From an optimization exercise on the open Yosys and OpenROAD flow, aimed at small area; shortcuts taken in it are not production practice. Only simulation tests tie the RTL to the original design; equivalence was not proved. The flow treats the clock pin as an ideal source, which a real chip does not have. Power figures rest on the tool's default switching activity, not on a simulated workload.

--- design/flow/design.v ---
module format_vg (
    input  wire [7:0] FORMAT,
    output wire       F1,     
    output wire       F4,     
    output wire       F5,     
    output wire       F16,    
    output wire       F128    
);
    assign F1   =  FORMAT[0] & ~FORMAT[2];
    assign F4   = ~FORMAT[0] &  FORMAT[2];
    assign F5   =  FORMAT[0] &  FORMAT[2];
    assign F128 = ~FORMAT[0] & ~FORMAT[2] &  FORMAT[7];
    assign F16  = ~FORMAT[0] & ~FORMAT[2] & ~FORMAT[7];
endmodule
module sync_vg (
    input  wire        clk,
    input  wire        reset_n,
    input  wire        F1, F4, F5, F16, F128,
    output wire        hs_set,    
    output wire        hs_clr,    
    output wire        vs_set,    
    output wire        vs_clr,    
    output wire        de0,       
    output wire        x_odd,     
    output wire        y_first,   
    output wire        y_last,    
    output wire        y_odd      
);
    reg [11:0] h;
    reg [10:0] l;
    function automatic ge12(input [11:0] a, input [11:0] k);    
        integer i;
        begin
            ge12 = 1'b1;
            for (i = 0; i < 12; i = i + 1)
                ge12 = k[i] ? (a[i] & ge12) : (a[i] | ge12);
        end
    endfunction
    function automatic ge11(input [10:0] a, input [10:0] k);    
        integer i;
        begin
            ge11 = 1'b1;
            for (i = 0; i < 11; i = i + 1)
                ge11 = k[i] ? (a[i] & ge11) : (a[i] | ge11);
        end
    endfunction
    function automatic [11:0] inc12(input [11:0] a);
        integer i;
        reg c;
        begin
            c = 1'b1;
            for (i = 0; i < 12; i = i + 1) begin
                inc12[i] = a[i] ^ c;
                c = c & a[i];
            end
        end
    endfunction
    function automatic [10:0] inc11(input [10:0] a, input cin);    
        integer i;
        reg c;
        begin
            c = cin;
            for (i = 0; i < 11; i = i + 1) begin
                inc11[i] = a[i] ^ c;
                c = c & a[i];
            end
        end
    endfunction
    wire h_wrap = F1   ? ((h & 12'd799)  == 12'd799)  :
                  F4   ? ((h & 12'd1649) == 12'd1649) :
                  F128 ? ((h & 12'd1679) == 12'd1679) :
                         ((h & 12'd2199) == 12'd2199);
    wire l_wrap = F1   ? ((l & 11'd524)  == 11'd524)  :
                  F4   ? ((l & 11'd749)  == 11'd749)  :
                  F128 ? ((l & 11'd827)  == 11'd827)  :
                         ((l & 11'd1124) == 11'd1124);
    always @(posedge clk) begin
        if (~reset_n || h_wrap)
            h <= 12'd0;
        else
            h <= inc12(h);
    end
    wire l_keep = reset_n & ~(h_wrap & l_wrap);
    wire l_add  = reset_n & h_wrap & ~l_wrap;
    always @(posedge clk)
        l <= inc11(l & {11{l_keep}}, l_add);
    assign hs_clr = F1   ? (h == 12'd97)  :
                    F4   ? (h == 12'd41)  :
                    F128 ? (h == 12'd137) : (h == 12'd45);
    wire h1 = (h == 12'd1);
    assign hs_set = h1;
    wire h1101 = (h == 12'd1101);
    wire [2:0] vsl = F1 ? 3'd2 : F128 ? 3'd3 : 3'd5;
    assign vs_set = (h1 && (l == 11'd0)) || (F5 && h1101 && (l == 11'd562));
    assign vs_clr = (h1 && (l == {8'd0, vsl})) || (F5 && h1101 && (l == 11'd567));
    wire h_act = F1   ? ((ge12(h, 12'd144)) && (!ge12(h, 12'd784)))  :
                 F4   ? ((ge12(h, 12'd260)) && (!ge12(h, 12'd1540))) :
                 F128 ? ((ge12(h, 12'd336)) && (!ge12(h, 12'd1616))) :
                        ((ge12(h, 12'd192)) && (!ge12(h, 12'd2112)));
    wire va_next = F1   ? (ge11(l, 11'd34) && !ge11(l, 11'd514))  :
                   F4   ? (ge11(l, 11'd24) && !ge11(l, 11'd744))  :
                   F5   ? ((ge11(l, 11'd19)  && !ge11(l, 11'd559)) ||
                           (ge11(l, 11'd582) && !ge11(l, 11'd1122))) :
                   F16  ? (ge11(l, 11'd40) && !ge11(l, 11'd1120)) :
                          (ge11(l, 11'd26) && !ge11(l, 11'd826));
    reg va, vp;
    always @(posedge clk) begin
        if (~reset_n) begin
            va <= 1'b0;
            vp <= 1'b0;
        end else if (h_wrap) begin
            va <= va_next;
            vp <= va;
        end
    end
    wire v_act = va;
    wire fld1 = F5 & ge11(l, 11'd576);
    assign de0 = h_act && v_act;
    assign x_odd = ~h[0];
    assign y_first = va & ~vp & ~fld1;
    assign y_last  = va & ~va_next & (fld1 | ~F5);
    assign y_odd = F5 ? fld1 : ~l[0];
endmodule
module pattern_vg (
    input  wire       clk,
    input  wire       reset_n,
    input  wire       F1, F4, F5, F16, F128,
    input  wire       hs_set, hs_clr, vs_set, vs_clr, de0,
    input  wire       x_odd,
    input  wire       y_first, y_last, y_odd,
    input  wire [7:0] pattern,
    input  wire [7:0] r_in, g_in, b_in,
    output reg        vs, hs, de,
    output reg  [7:0] r, g, b
);
    reg  [19:0] ramp;
    reg         de1;    
    wire x_first = de1 & ~de;
    wire x_last  = de1 & ~de0;
    wire [19:0] step = F1 ? 20'h00666 : (F4 | F128) ? 20'h00333 : 20'h00222;
    always @(posedge clk) begin
        if (~reset_n) begin
            vs  <= 1'b0;
            hs  <= 1'b0;
            de1 <= 1'b0;
            de  <= 1'b0;
        end else begin
            vs  <= vs_set | (vs & ~vs_clr);
            hs  <= hs_set | (hs & ~hs_clr);
            de1 <= de0;
            de  <= de1;
        end
    end
    function automatic [19:0] add20(input [19:0] a, input [19:0] b);
        integer i;
        reg c;
        begin
            c = 1'b0;
            for (i = 0; i < 20; i = i + 1) begin
                add20[i] = a[i] ^ b[i] ^ c;
                c = (a[i] & b[i]) | (c & (a[i] ^ b[i]));
            end
        end
    endfunction
    wire border = x_first | x_last | y_first | y_last;
    wire ramp_on = (pattern[7:2] == 6'd1) & de1;
    wire keep    = reset_n & ~(ramp_on & (x_first | x_last));
    wire add     = reset_n & ramp_on & ~x_last;
    always @(posedge clk)
        ramp <= add20(ramp & {20{keep}}, step & {20{add}});
    wire       pat_on = reset_n & (pattern[7:3] == 5'd0);
    wire [2:0] p      = pattern[2:0];
    wire set  = pat_on & de1 & ((p == 3'd1) ? border :
                                (p == 3'd2) ? x_odd  :
                                (p == 3'd3) ? y_odd  : 1'b0);
    wire pass = pat_on & ((p == 3'd0) | ((p == 3'd1) & ~(de1 & border)));
    wire ramp_r = pat_on & p[2] & ~p[1];              
    wire ramp_g = pat_on & p[2] & ~p[0];              
    wire ramp_b = pat_on & p[2] & ~(p[1] ^ p[0]);     
    wire hold = ~pat_on;
    wire [7:0] rv = ramp[19:12];
    always @(posedge clk) begin
        r <= {8{set}} | ({8{pass}} & r_in) | ({8{ramp_r}} & rv) | ({8{hold}} & r);
        g <= {8{set}} | ({8{pass}} & g_in) | ({8{ramp_g}} & rv) | ({8{hold}} & g);
        b <= {8{set}} | ({8{pass}} & b_in) | ({8{ramp_b}} & rv) | ({8{hold}} & b);
    end
endmodule
module videogen (
    input  wire       clk,
    input  wire       reset_n,
    input  wire [7:0] format,
    input  wire [7:0] pattern,
    input  wire [7:0] r_in,
    input  wire [7:0] g_in,
    input  wire [7:0] b_in,
    output wire       vs,
    output wire       hs,
    output wire       de,
    output wire [7:0] r,
    output wire [7:0] g,
    output wire [7:0] b
);
    wire f1, f4, f5, f16, f128;
    format_vg u_format (
        .FORMAT(format),
        .F1(f1), .F4(f4), .F5(f5), .F16(f16), .F128(f128)
    );
    wire hs_set, hs_clr, vs_set, vs_clr, de0, x_odd, y_first, y_last, y_odd;
    sync_vg u_sync (
        .clk(clk), .reset_n(reset_n),
        .F1(f1), .F4(f4), .F5(f5), .F16(f16), .F128(f128),
        .hs_set(hs_set), .hs_clr(hs_clr), .vs_set(vs_set), .vs_clr(vs_clr), .de0(de0),
        .x_odd(x_odd),
        .y_first(y_first), .y_last(y_last), .y_odd(y_odd)
    );
    pattern_vg u_pattern (
        .clk(clk), .reset_n(reset_n),
        .F1(f1), .F4(f4), .F5(f5), .F16(f16), .F128(f128),
        .hs_set(hs_set), .hs_clr(hs_clr), .vs_set(vs_set), .vs_clr(vs_clr), .de0(de0),
        .x_odd(x_odd),
        .y_first(y_first), .y_last(y_last), .y_odd(y_odd),
        .pattern(pattern), .r_in(r_in), .g_in(g_in), .b_in(b_in),
        .vs(vs), .hs(hs), .de(de), .r(r), .g(g), .b(b)
    );
endmodule
--- design/flow/flow/run.sh ---
#!/bin/bash
# Own layout flow: the standard flow (standard.sh) with
#  - an area-oriented ABC script in synthesis (flow/synth.tcl, flow/area.abc),
#  - the smallest buffer for the port buffers that the standard flow inserts,
#  - clock tree synthesis without dummy loads, its buffers then shrunk to
#    the smallest sizes that keep the clock pins' slew under a margin
#    (flow/post_cts.tcl).
# make's full output goes to standard.log; each ORFS step logs under orfs/logs.
set -euo pipefail
here=$(pwd)
export AREA_ABC_SCRIPT="$here/flow/area.abc"
CTS="-sink_clustering_enable -repair_clock_nets -dont_use_dummy_load"
CTS="$CTS -buf_list {sky130_fd_sc_hd__clkbuf_4 sky130_fd_sc_hd__clkbuf_8}"
bash standard.sh \
  SYNTH_SCRIPT="$here/flow/synth.tcl" \
  "BUFFER_PORTS_ARGS=-buffer_cell sky130_fd_sc_hd__buf_1" \
  "CTS_ARGS=$CTS" \
  POST_CTS_TCL="$here/flow/post_cts.tcl" \
  finish > "$here/standard.log" 2>&1
--- design/flow/flow/area.abc ---
&get -n
&st
&syn4
&syn4
&dch
&nf -R 1000 -p
&st
&syn4
&syn4
&dch
&nf -R 1000 -p
&put
topo
stime -c
--- design/flow/flow/post_cts.tcl ---
set clk_slew_limit_ps 110.0
proc clk_pin_slew_ps {} {
  estimate_parasitics -placement
  set mx 0.0
  foreach pin [all_registers -clock_pins -edge_triggered] {
    foreach edge {rise fall} {
      foreach a {min max} {
        set s [sta::time_ui_sta [get_property $pin slew_${a}_$edge]]
        set mx [expr {max($mx, $s * 1e12)}]
      }
    }
  }
  return $mx
}
set sizes {sky130_fd_sc_hd__clkbuf_1 sky130_fd_sc_hd__clkbuf_2 sky130_fd_sc_hd__clkbuf_4 sky130_fd_sc_hd__clkbuf_8 sky130_fd_sc_hd__clkbuf_16}
set block [ord::get_db_block]
set bufs {}
foreach inst [$block getInsts] {
  set m [[$inst getMaster] getName]
  if {[lsearch -exact $sizes $m] >= 0 && [string match "clkbuf_*" [$inst getName]]} {
    lappend bufs [$inst getName]
  }
}
puts "post_cts: clock buffers [llength $bufs], clock pin slew [format %.1f [clk_pin_slew_ps]] ps"
foreach name [lsort -decreasing $bufs] {
  set inst [$block findInst $name]
  while {1} {
    set cur [[$inst getMaster] getName]
    set i [lsearch -exact $sizes $cur]
    if {$i <= 0} break
    set down [lindex $sizes [expr {$i - 1}]]
    replace_cell $name $down
    set s [clk_pin_slew_ps]
    if {$s > $clk_slew_limit_ps} {
      replace_cell $name $cur
      break
    }
  }
  puts "post_cts: $name [[$inst getMaster] getName]"
}
puts "post_cts: clock pin slew after [format %.1f [clk_pin_slew_ps]] ps"
detailed_placement
check_placement -verbose
--- design/flow/flow/synth.tcl ---
# The standard synthesis (synth_recipe.tcl, in the work folder), with one
# change: the final technology mapping uses an area-oriented ABC script
# (flow/area.abc) instead of ORFS's delay-oriented one. Flip-flops are mapped
# before ABC runs, so registers, their names and cell types are unchanged.
proc abc {args} {
  set i [lsearch -exact $args -script]
  if {$i >= 0} {
    lset args [expr {$i + 1}] $::env(AREA_ABC_SCRIPT)
  }
  yosys abc {*}$args
}
source [file join [file dirname [file normalize [info script]]] .. synth_recipe.tcl]
--- design/flow/standard.sh ---
#!/bin/bash
# synth_recipe.tcl (not shown) runs the flow's synth.tcl, then flattens the netlist and writes it again
# the make line also repeats each setting of config.mk as NAME=value (left out here)
make -C /OpenROAD-flow-scripts/flow DESIGN_CONFIG=/design/flow/config.mk WORK_HOME=/design/flow/orfs CLKGATE_MAP_FILE= SYNTH_SCRIPT=/design/flow/synth_recipe.tcl "${@:-finish}"
--- design/flow/config.mk ---
export PLATFORM = sky130hd
export DESIGN_NAME = videogen
export DESIGN_NICKNAME = videogen
export VERILOG_FILES = /design/flow/design.v
export SDC_FILE = /design/flow/constraint.sdc
export NUM_CORES = 4
export LEC_CHECK = 0
export CAP_MARGIN = 20
export CORE_MARGIN = 2
export CORE_UTILIZATION = 50
export GPL_TIMING_DRIVEN = 0
export SLEW_MARGIN = 20
--- design/flow/constraint.sdc ---
create_clock -name core_clock -period 8.5 [get_ports {clk}]
set_input_delay 1.7000 -clock core_clock [delete_from_list [all_inputs] [get_ports {clk}]]
set_output_delay 1.7000 -clock core_clock [all_outputs]
set_load 0.01 [all_outputs]
==> results of run 1 <==
-- critical path: cells and delay by family --
kind,cells,cell delay [ns]
adder cells (fa/ha/maj),19,4.31
AND/OR/NAND/NOR,4,1.10
AO/OA/AOI/OAI,4,0.91
buffers and inverters,5,0.57
XOR/XNOR,1,0.12
-- layout make-up --
cell class                      instances  area share
Clock buffer                            9     0.01978
Inverter                               17     0.01528
Multi-Input combinational cell        323      0.5223
Sequential cell                        73      0.3500
Tap cell                               99     0.02967
Timing Repair Buffer                   66     0.06293
-- cell families after synthesis --
logic type	share of synthesized area
simple gates	0.2579
compound gates	0.1541
flops	0.3974
fa+ha+maj	0.1660
buf+inv	0.01735
xor+xnor	0.007147
-- path summary, 6_finish.rpt --
| check | slack (ns) | to | from |
|---|---|---|---|
| max | 0.41 | u_pattern.ramp[19]$_DFF_P_ | format[0] |
| min | 0.48 | u_sync.vp$_SDFFE_PN0P_ | u_sync.vp$_SDFFE_PN0P_ |
| max reg2reg | 0.96 | u_pattern.ramp[18]$_DFF_P_ | u_sync.h[4]$_SDFF_PP0_ |
| min reg2reg | 0.48 | u_sync.vp$_SDFFE_PN0P_ | u_sync.vp$_SDFFE_PN0P_ |
-- cells in the final DEF, fill, tap and decap left out, drive strengths merged, types with 11 or more instances in the layout --
master   n
a21oi   11
nand3   20
dfxtp   73
nor2b   13
and3    26
nor2    27
o21ai   15
clkinv  17
a221oi  24
buf     66
ha      36
nand2   70
-- layer usage --
metal	track usage	wire (µm)	vias up
li1	-	-	1670
met1	0.2870	3906	1577
met2	0.3920	4299	87
met3	0.07041	535	8
met4	0.06282	87	0
met5	0	0	-
-- metrics by stage --
step                hold slack (ns)  setup TNS [ns]  utilization  setup slack, ns
floorplan                    0.4449               0            -           0.7140
global placement             0.4627          -1.597       0.5627          -0.5595
detailed placement           0.4697          -2.452       0.5690          -0.7399
global route                 0.5075               0       0.5819          0.04943
finish                       0.4842               0       0.5819           0.4058
-- state kept, by name, indices dropped and copies added (netlist names) --
name / flops
u_pattern.de: 1
u_sync.va: 1
u_sync.vp: 1
u_sync.h: 12
u_pattern.ramp: 20
u_pattern.vs: 1
u_pattern.hs: 1
u_pattern.de1: 1
u_pattern.r: 8
u_sync.l: 11
u_pattern.b: 8
u_pattern.g: 8
-- power breakdown --
part / switching, mW / internal [mW] / leakage, nW
clock network: 0.104 / 0.0596 / 0.0458
registers: 0.00959 / 0.358 / 0.592
logic: 0.0351 / 0.0268 / 1.24
total: 0.149 / 0.444 / 1.88
==> results.json, run 1 <==
{
  "status": "finished clean",
  "die_y_um": 89.76,
  "dr.pass1.iters": 4,
  "hold_path_depth": 2,
  "cpPeakStageDelay_ns": 0.38,
  "synth_top_cell_by_area": "dfxtp_1",
  "crit_fanout": 10,
  "core_area_um2": 7176,
  "dp_hpwl_um": 6395,
  "ys_ff_latch": 73,
  "antenna_left": 0,
  "path_clk_slew_ns": 0.09,
  "period_share": 0.9523,
  "leakage_nw": 1.879,
  "clock-sinks": 73,
  "powerDensity_nw_per_um2": 142.1,
  "fin_cells": 587,
  "die-area_um2": 8057,
  "period_needed_ns": 8.094,
  "drtIter0Drc": 166,
  "drive_above_1_share": 0.03074,
  "clock.fmax_mhz": 123.5,
  "wl_um": 8828,
  "final_area_um2": 4175,
  "seq_area_frac_synth": 0.3974,
  "wire_per_inst_um": 15.04,
  "synth_commonest_cells": "dfxtp_1, nand2_1, ha_1",
  "die_width_um": 89.76,
  "slowest_stage": "nand4_1",
  "grt_usage": 0.2312,
  "top_level_ports": 69,
  "multiInputGateArea_um2": 2181,
  "grt_max_degree": 39,
  "syn_area_per_cell_um2": 8.925,
  "critPathCaptureType": "register",
  "ys.flop_type": "dfxtp_1",
  "required_ns": 9.12,
  "drv_cap": 0,
  "final-seq-area_um2": 1461,
  "tritoncts": "built",
  "vias": 3342,
  "vias_per_cell": 5.693,
  "portBuffers": 63,
  "netlist_area_um2": 3677,
  "diodes": 0,
  "worstSetupPathType": "in -> reg",
  "rows": 31,
  "critPathMostFrequentCell": "ha_1",
  "grt_overflow": 0,
  "worstMarginPinSlew_ns": 0.9016,
  "placed_cells": 577,
  "syn2layout_area_growth_pct": 13.54,
  "ys_warn_count": 2,
  "placed_cell_area_um2": 4083,
  "hold_viol_final": 0,
  "grt_pass1_wl_um": 15350,
  "skew_ns": 0.03071,
  "finalPower_mw": 0.5932,
  "yosysUniqueCellTypes": 39,
  "nets": 576,
  "slew_headroom": 0.3975,
  "hold_path.class": "reg -> reg",
  "synth_area_leaders": "dfxtp_1, ha_1, nand2_1, a221oi_1, and3_1",
  "start_kind": "input pin",
  "clock_latency_ns": 0.75,
  "yosysMostFrequentCell": "dfxtp_1",
  "drc": 0,
  "synthArstFlopShare": 0,
  "synth_edf_count": 0,
  "vdd_ir_drop_max_mv": 0.1155,
  "synth_nets": 498,
  "antenna_found_initial": 0,
  "synthCells": 412,
  "slew_violations": 0,
  "reg2regPathDepth": 32,
  "initial_core_util": 0.5125,
  "rsz0062_at_grt": "no",
  "gp_congestion": 0.9143,
  "synth.top_cell.area_share": 0.3974,
  "fillers": 695,
  "critical_path_arrival_ns": 8.72,
  "grt_pass1_vias": 3295,
  "report.final.setup_viol": 0
}
==> inputs of run 2 (changes only) <==
--- a/design/flow/design.v
+++ b/design/flow/design.v
@@ -1,2 +1,3 @@
 module format_vg (
+    input  wire       clk,
     input  wire [7:0] FORMAT,
@@ -8,7 +9,13 @@
 );
-    assign F1   =  FORMAT[0] & ~FORMAT[2];
-    assign F4   = ~FORMAT[0] &  FORMAT[2];
-    assign F5   =  FORMAT[0] &  FORMAT[2];
-    assign F128 = ~FORMAT[0] & ~FORMAT[2] &  FORMAT[7];
-    assign F16  = ~FORMAT[0] & ~FORMAT[2] & ~FORMAT[7];
+    reg f0, f2, f7;
+    always @(posedge clk) begin
+        f0 <= FORMAT[0];
+        f2 <= FORMAT[2];
+        f7 <= FORMAT[7];
+    end
+    assign F1   =  f0 & ~f2;
+    assign F4   = ~f0 &  f2;
+    assign F5   =  f0 &  f2;
+    assign F128 = ~f0 & ~f2 &  f7;
+    assign F16  = ~f0 & ~f2 & ~f7;
 endmodule
@@ -204,3 +211,3 @@
     format_vg u_format (
-        .FORMAT(format),
+        .clk(clk), .FORMAT(format),
         .F1(f1), .F4(f4), .F5(f5), .F16(f16), .F128(f128)
==> results.json, run 2 <==
{
  "status": "finished clean",
  "clock-sinks": 76,
  "grt_overflow": 0,
  "syn_area_per_cell_um2": 9.065,
  "netlist_area_um2": 3735,
  "layout_commonest_cell": "nand2_1",
  "final-seq-area_um2": 1521,
  "fillers": 694,
  "synthCells": 412,
  "synth_area_leaders": "dfxtp_1, ha_1, nand2_1, a221oi_1, fa_1",
  "slowest_stage": "fa_1",
  "met2_length_um": 4154,
  "diodes": 0,
  "die_y_um": 90.43,
  "tritoncts": "built",
  "largest-register": "u_pattern.ramp",
  "period_needed_ns": 7.363,
  "vias_per_cell": 5.622,
  "powerDensity_nw_per_um2": 147.8,
  "leakage_nw": 1.815,
  "drtIter0Drc": 158,
  "start_kind": "input pin",
  "nets": 577,
  "portBuffers": 63,
  "grt_max_degree": 27,
  "wire_per_inst_um": 14.83,
  "final_cell_mix": "nand2_1, dfxtp_1, buf_1, ha_1, a221oi_1",
  "route.met3.wl_um": 522,
  "rsz0062_at_grt": "no",
  "dr.pass1.iters": 5,
  "core_area_um2": 7253,
  "synth_top_cell_by_area": "dfxtp_1",
  "synth_nets": 498,
  "placed_cell_area_um2": 4144,
  "largest_reg_flops": 20,
  "top_level_ports": 69,
  "critPathCaptureType": "register",
  "period_share": 0.8663,
  "required_ns": 8.90,
  "vdd_ir_drop_max_mv": 0.1320,
  "wl_met1_um": 3865,
  "critPathMostFrequentCell": "ha_1",
  "synth.top_cell.area_share": 0.4074,
  "synthArstFlopShare": 0,
  "syn2layout_area_growth_pct": 13.37,
  "grt_pass1_vias": 3109,
  "drc": 0,
  "seq_area_frac_synth": 0.4074,
  "cpPeakStageDelay_ns": 0.38,
  "whs_ns": 0.4870,
  "synth_commonest_cells": "nand2_1, dfxtp_1, ha_1",
  "grt_pass1_wl_um": 14820,
  "drv_cap": 0,
  "fin_setup_tns_ns": 0,
  "critical_path_arrival_ns": 7.76,
  "hold_path.class": "reg -> reg",
  "multiInputGateArea_um2": 2157,
  "reg.largest.list": "u_pattern.ramp: 20 flops, u_sync.h: 12 flops, u_sync.l: 11 flops",
  "yosysMostFrequentCell": "nand2_1",
  "vias": 3306,
  "rows": 31,
  "yosysUniqueCellTypes": 39,
  "slew_violations": 0,
  "grt_usage": 0.2230,
  "clock_latency_ns": 0.52,
  "worstSetupPathType": "in -> reg",
  "die_width_um": 90.43,
  "wl_um": 8721,
  "worstMarginPinSlew_ns": 0.8801,
  "die-area_um2": 8177,
  "path_clk_slew_ns": 0.09,
  "dp_hpwl_um": 6422,
  "antenna_left": 0,
  "drive_above_1_share": 0.03476,
  "report.final.setup_viol": 0,
  "hold_viol_final": 0,
  "highest_layer": "met4",
  "crit_fanout": 20,
  "skew_ns": 0.03232,
  "initial_core_util": 0.5149,
  "ys_ff_latch": 76,
  "slew_headroom": 0.4118,
  "final_area_um2": 4234,
  "ys_warn_count": 3,
  "clock.fmax_mhz": 135.8,
  "ys.flop_type": "dfxtp_1",
  "antenna_found_initial": 0,
  "gp_congestion": 0.8863,
  "synth_edf_count": 0
}
## run 2: cell types whose count changed after synthesis, moves of 4 or more
| cell | before | now |
|---|---|---|
| and2_0 | 2 | 17 |
| and3_1 | 26 | 10 |
| nand2_1 | 70 | 78 |
| nand3_1 | 20 | 16 |
| nor2_1 | 27 | 23 |
| o21ai_0 | 15 | 9 |
## run 2: final cells by class
type	count	share of cell area
Inverter	19	0.01684
Multi-Input combinational cell	317	0.5095
Clock buffer	9	0.02128
Tap cell	99	0.02926
Sequential cell	76	0.3593
Timing Repair Buffer	68	0.06383
## run 2: cells by family (layout without fill, tap and decap cells)
logic type,count (synthesis),after routing,share of synthesized area
compound gates,77,77,0.1528
buf+inv,19,96,0.01910
flops,76,76,0.4074
simple gates,193,193,0.2503
xor+xnor,3,3,0.007036
fa+ha+maj,44,44,0.1635
## run 2: path summary, 6_finish.rpt
check	from	to	slack [ns]	cells past startpoint
max	pattern[3]	u_pattern.ramp[19]$_DFF_P_	1.14	31
min reg2reg	u_pattern.vs$_SDFF_PN0_	u_pattern.vs$_SDFF_PN0_	0.49	2
min	u_pattern.vs$_SDFF_PN0_	u_pattern.vs$_SDFF_PN0_	0.49	2
max reg2reg	u_sync.h[7]$_SDFF_PP0_	u_pattern.ramp[19]$_DFF_P_	1.49	35
## run 2: stage by stage
step | utilization | setup slack [ns] | std cells | power (mW)
after floorplan | - | 0.9118 | 412 | 0.4255
after global placement | 0.5646 | 0.09142 | 574 | 0.4506
after detailed placement | 0.5713 | 0.5630 | 579 | 0.4520
after global routing | 0.5838 | 0.7731 | 588 | 0.6541
final | 0.5838 | 1.137 | 588 | 0.6256
## run 2: report_power, final
part | internal [mW] | leakage [nW] | switching, mW
clock | 0.0658 | 0.0513 | 0.116
combinational | 0.0267 | 1.15 | 0.0337
sequential | 0.373 | 0.617 | 0.0105
total | 0.465 | 1.82 | 0.160
## run 2: critical path, delay by kind of cell
kind,cells,cell delay [ns]
XOR/XNOR,1,0.12
buffers and inverters,6,0.38
adder cells (fa/ha/maj),19,4.27
AND/OR/NAND/NOR,4,1.08
AO/OA/AOI/OAI,1,0.20
## run 2: metal layers
layer | up-vias | global-route usage
li1 | 1647 | -
met2 | 109 | 0.3753
met1 | 1531 | 0.2768
met3 | 19 | 0.06344
met5 | - | 0
met4 | 0 | 0.07051
==> inputs of run 3 (changes only) <==
==> design/flow/flow/area.abc (replaced) <==
&get -n
&st
&deepsyn -I 1 -J 50 -T 120
&dch
&nf -R 1000 -p
&put
topo
stime -c
==> results.json, run 3 <==
{
  "synth_commonest_cells": "dfxtp_1, ha_1, o21ai_0",
  "die_y_um": 88.85,
  "grt_pass1_wl_um": 13660,
  "powerDensity_nw_per_um2": 145.3,
  "critPathMostFrequentCell": "ha_1",
  "clock-sinks": 76,
  "status": "finished clean",
  "required_ns": 8.80,
  "critPathCaptureType": "register",
  "rsz0062_at_grt": "no",
  "dp_hpwl_um": 6119,
  "seq_area_frac_synth": 0.4227,
  "ys_warn_count": 3,
  "die-area_um2": 7894,
  "largest_reg_flops": 20,
  "final_area_um2": 4078,
  "nets": 546,
  "layout_commonest_cell": "dfxtp_1",
  "skew_ns": 0.04080,
  "hold_viol_final": 0,
  "initial_core_util": 0.5240,
  "syn2layout_area_growth_pct": 13.28,
  "grt_max_degree": 27,
  "crit_fanout": 20,
  "drtIter0Drc": 180,
  "cpPeakStageDelay_ns": 0.38,
  "ys_ff_latch": 76,
  "path_clk_slew_ns": 0.10,
  "antenna_found_initial": 0,
  "drive_above_1_share": 0.03275,
  "hold_path.class": "reg -> reg",
  "timing.final.ws_setup_ns": 1.092,
  "netlist_area_um2": 3600,
  "vias_per_cell": 5.646,
  "slew_violations": 0,
  "slowest_stage": "fa_1",
  "finalCoreUtilization": 0.5936,
  "top_level_ports": 69,
  "core_area_um2": 6869,
  "worstMarginPinSlew_ns": 0.8745,
  "dr.pass1.iters": 5,
  "synth_nets": 469,
  "yosysMostFrequentCell": "dfxtp_1",
  "drv_cap": 0,
  "synth_area_leaders": "dfxtp_1, ha_1, o21ai_0, a22oi_1, fa_1",
  "tritoncts": "built",
  "critical_path_arrival_ns": 7.71,
  "grt_overflow": 0,
  "wire_per_inst_um": 14.71,
  "start_kind": "input pin",
  "place_ws_ns": 0.5947,
  "period_share": 0.8715,
  "reg.largest.list": "u_pattern.ramp: 20 flops, u_sync.h: 12 flops, u_sync.l: 11 flops",
  "die_width_um": 88.85,
  "worstSetupPathType": "in -> reg",
  "synth.top_cell.area_share": 0.4227,
  "drc": 0,
  "synthArstFlopShare": 0,
  "ys.flop_type": "dfxtp_1",
  "yosysUniqueCellTypes": 43,
  "syn_area_per_cell_um2": 9.399,
  "final_cell_mix": "dfxtp_1, buf_1, o21ai_0, ha_1, nor2_1",
  "fin_setup_tns_ns": 0,
  "portBuffers": 63,
  "synthCells": 383,
  "diodes": 0,
  "grt_usage": 0.2233,
  "slew_headroom": 0.4156,
  "wl_um": 8147,
  "gp_congestion": 0.8457,
  "finalPower_mw": 0.5927,
  "period_needed_ns": 7.408,
  "clock_latency_ns": 0.41,
  "vias": 3128,
  "rows": 30,
  "antenna_left": 0,
  "largest-register": "u_pattern.ramp",
  "synth_edf_count": 0,
  "leakage_nw": 1.677,
  "vdd_ir_drop_max_mv": 0.09098,
  "clock.fmax_mhz": 135.0,
  "synth_top_cell_by_area": "dfxtp_1",
  "placed_cell_area_um2": 3991,
  "grt_pass1_vias": 2941,
  "report.final.setup_viol": 0
}
[run 3: changes by cell type after synthesis, moves of 6 or more]
cell      delta
nand3_1      -6
a221oi_1    -23
a22oi_1     +24
nor2_1      +11
o21ai_0     +27
nand2_1     -53
[run 3: cells by family (layout without fill, tap and decap cells)]
kind of cell	Yosys count	after routing	share of synthesized area
AND/OR/NAND/NOR	145	145	0.2072
XOR/XNOR	3	3	0.007301
adder cells (fa/ha/maj)	44	44	0.1696
buffers and inverters	16	91	0.01668
flip-flops	76	76	0.4227
AO/OA/AOI/OAI	99	99	0.1766
[run 3: worst max-delay path: cells and delay by family]
kind	cells	cell delay [ns]
XOR/XNOR	1	0.12
AO/OA/AOI/OAI	1	0.19
adder cells (fa/ha/maj)	19	4.26
AND/OR/NAND/NOR	4	1.05
buffers and inverters	6	0.42
[run 3: path summary, 6_finish.rpt]
check	startpoint	endpoint	slack, ns	cells after the start
worst max-delay path	pattern[3]	u_pattern.ramp[19]$_DFF_P_	1.09	31
worst min-delay path	u_pattern.ramp[19]$_DFF_P_	u_pattern.ramp[19]$_DFF_P_	0.48	2
worst max register to register	u_sync.h[7]$_SDFF_PP0_	u_pattern.ramp[19]$_DFF_P_	1.12	35
worst min register to register	u_pattern.ramp[19]$_DFF_P_	u_pattern.ramp[19]$_DFF_P_	0.48	2
[run 3: where the power goes]
group          switching [mW]  leakage [nW]  internal, mW
clock                   0.110        0.0492        0.0642
sequential            0.00743         0.616         0.367
combinational          0.0256          1.01        0.0182
total                   0.143          1.68         0.449
[run 3: per-stage QoR]
stage,hold WS (ns),std cells
2_1_floorplan,0.4425,383
3_3_place_gp,0.4614,542
3_5_place_dp,0.4692,545
5_1_grt,0.5086,554
6_report,0.4820,554
[run 3: area by class of cell]
class / count / area [µm²]
Clock buffer: 9 / 86.33
Fill cell: 660 / 2791
Inverter: 16 / 60.06
Multi-Input combinational cell: 291 / 2033
Sequential cell: 76 / 1521
Tap cell: 96 / 120.1
Timing Repair Buffer: 66 / 256.5
[run 3: per-layer routing]
layer | GRT usage | up-vias | share of wire | routed length, µm
met5 | 0 | - | 0 | 0
li1 | - | 1542 | - | -
met1 | 0.2831 | 1480 | 0.44 | 3606
met3 | 0.06343 | 11 | 0.051 | 415
met2 | 0.3704 | 95 | 0.50 | 4033
met4 | 0.06612 | 0 | 0.011 | 92

[port drivers added, routing unchanged]
The results above use ideal ports. As a check the final layouts listed here were re-extracted and re-timed, cells and wires unchanged.
Step 1 sets driving cells, clkbuf_16 on the clock port and buf_2 on the other inputs (assumed; they add their load-dependent delay and slew).
Step 2 adds t to the input delays and takes it off the output delays; t is the mean of the earliest and latest rising clock arrival at the registers after step 1. Input paths then give back, and output paths get back, about the clock's delay inside the block.
Slacks: no drivers / after step 1 / after step 2; pairs: no drivers / after step 1.
run	t, ns	setup WS [ns]	clock arrival spread, ns	cell pins on the clock port's net
run 1	0.770	0.406 / 0.416 / -0.355	0.031 / 0.031	1
run 2	0.533	1.137 / 1.143 / 0.610	0.033 / 0.032	1
run 3	0.419	1.092 / 1.103 / 0.683	0.041 / 0.041	1
Met with ideal ports but missed after step 2: setup timing in run 1. The setup slack of run 1, which loses most, moves by +0.010 ns with the drivers and by -0.761 ns with both steps.
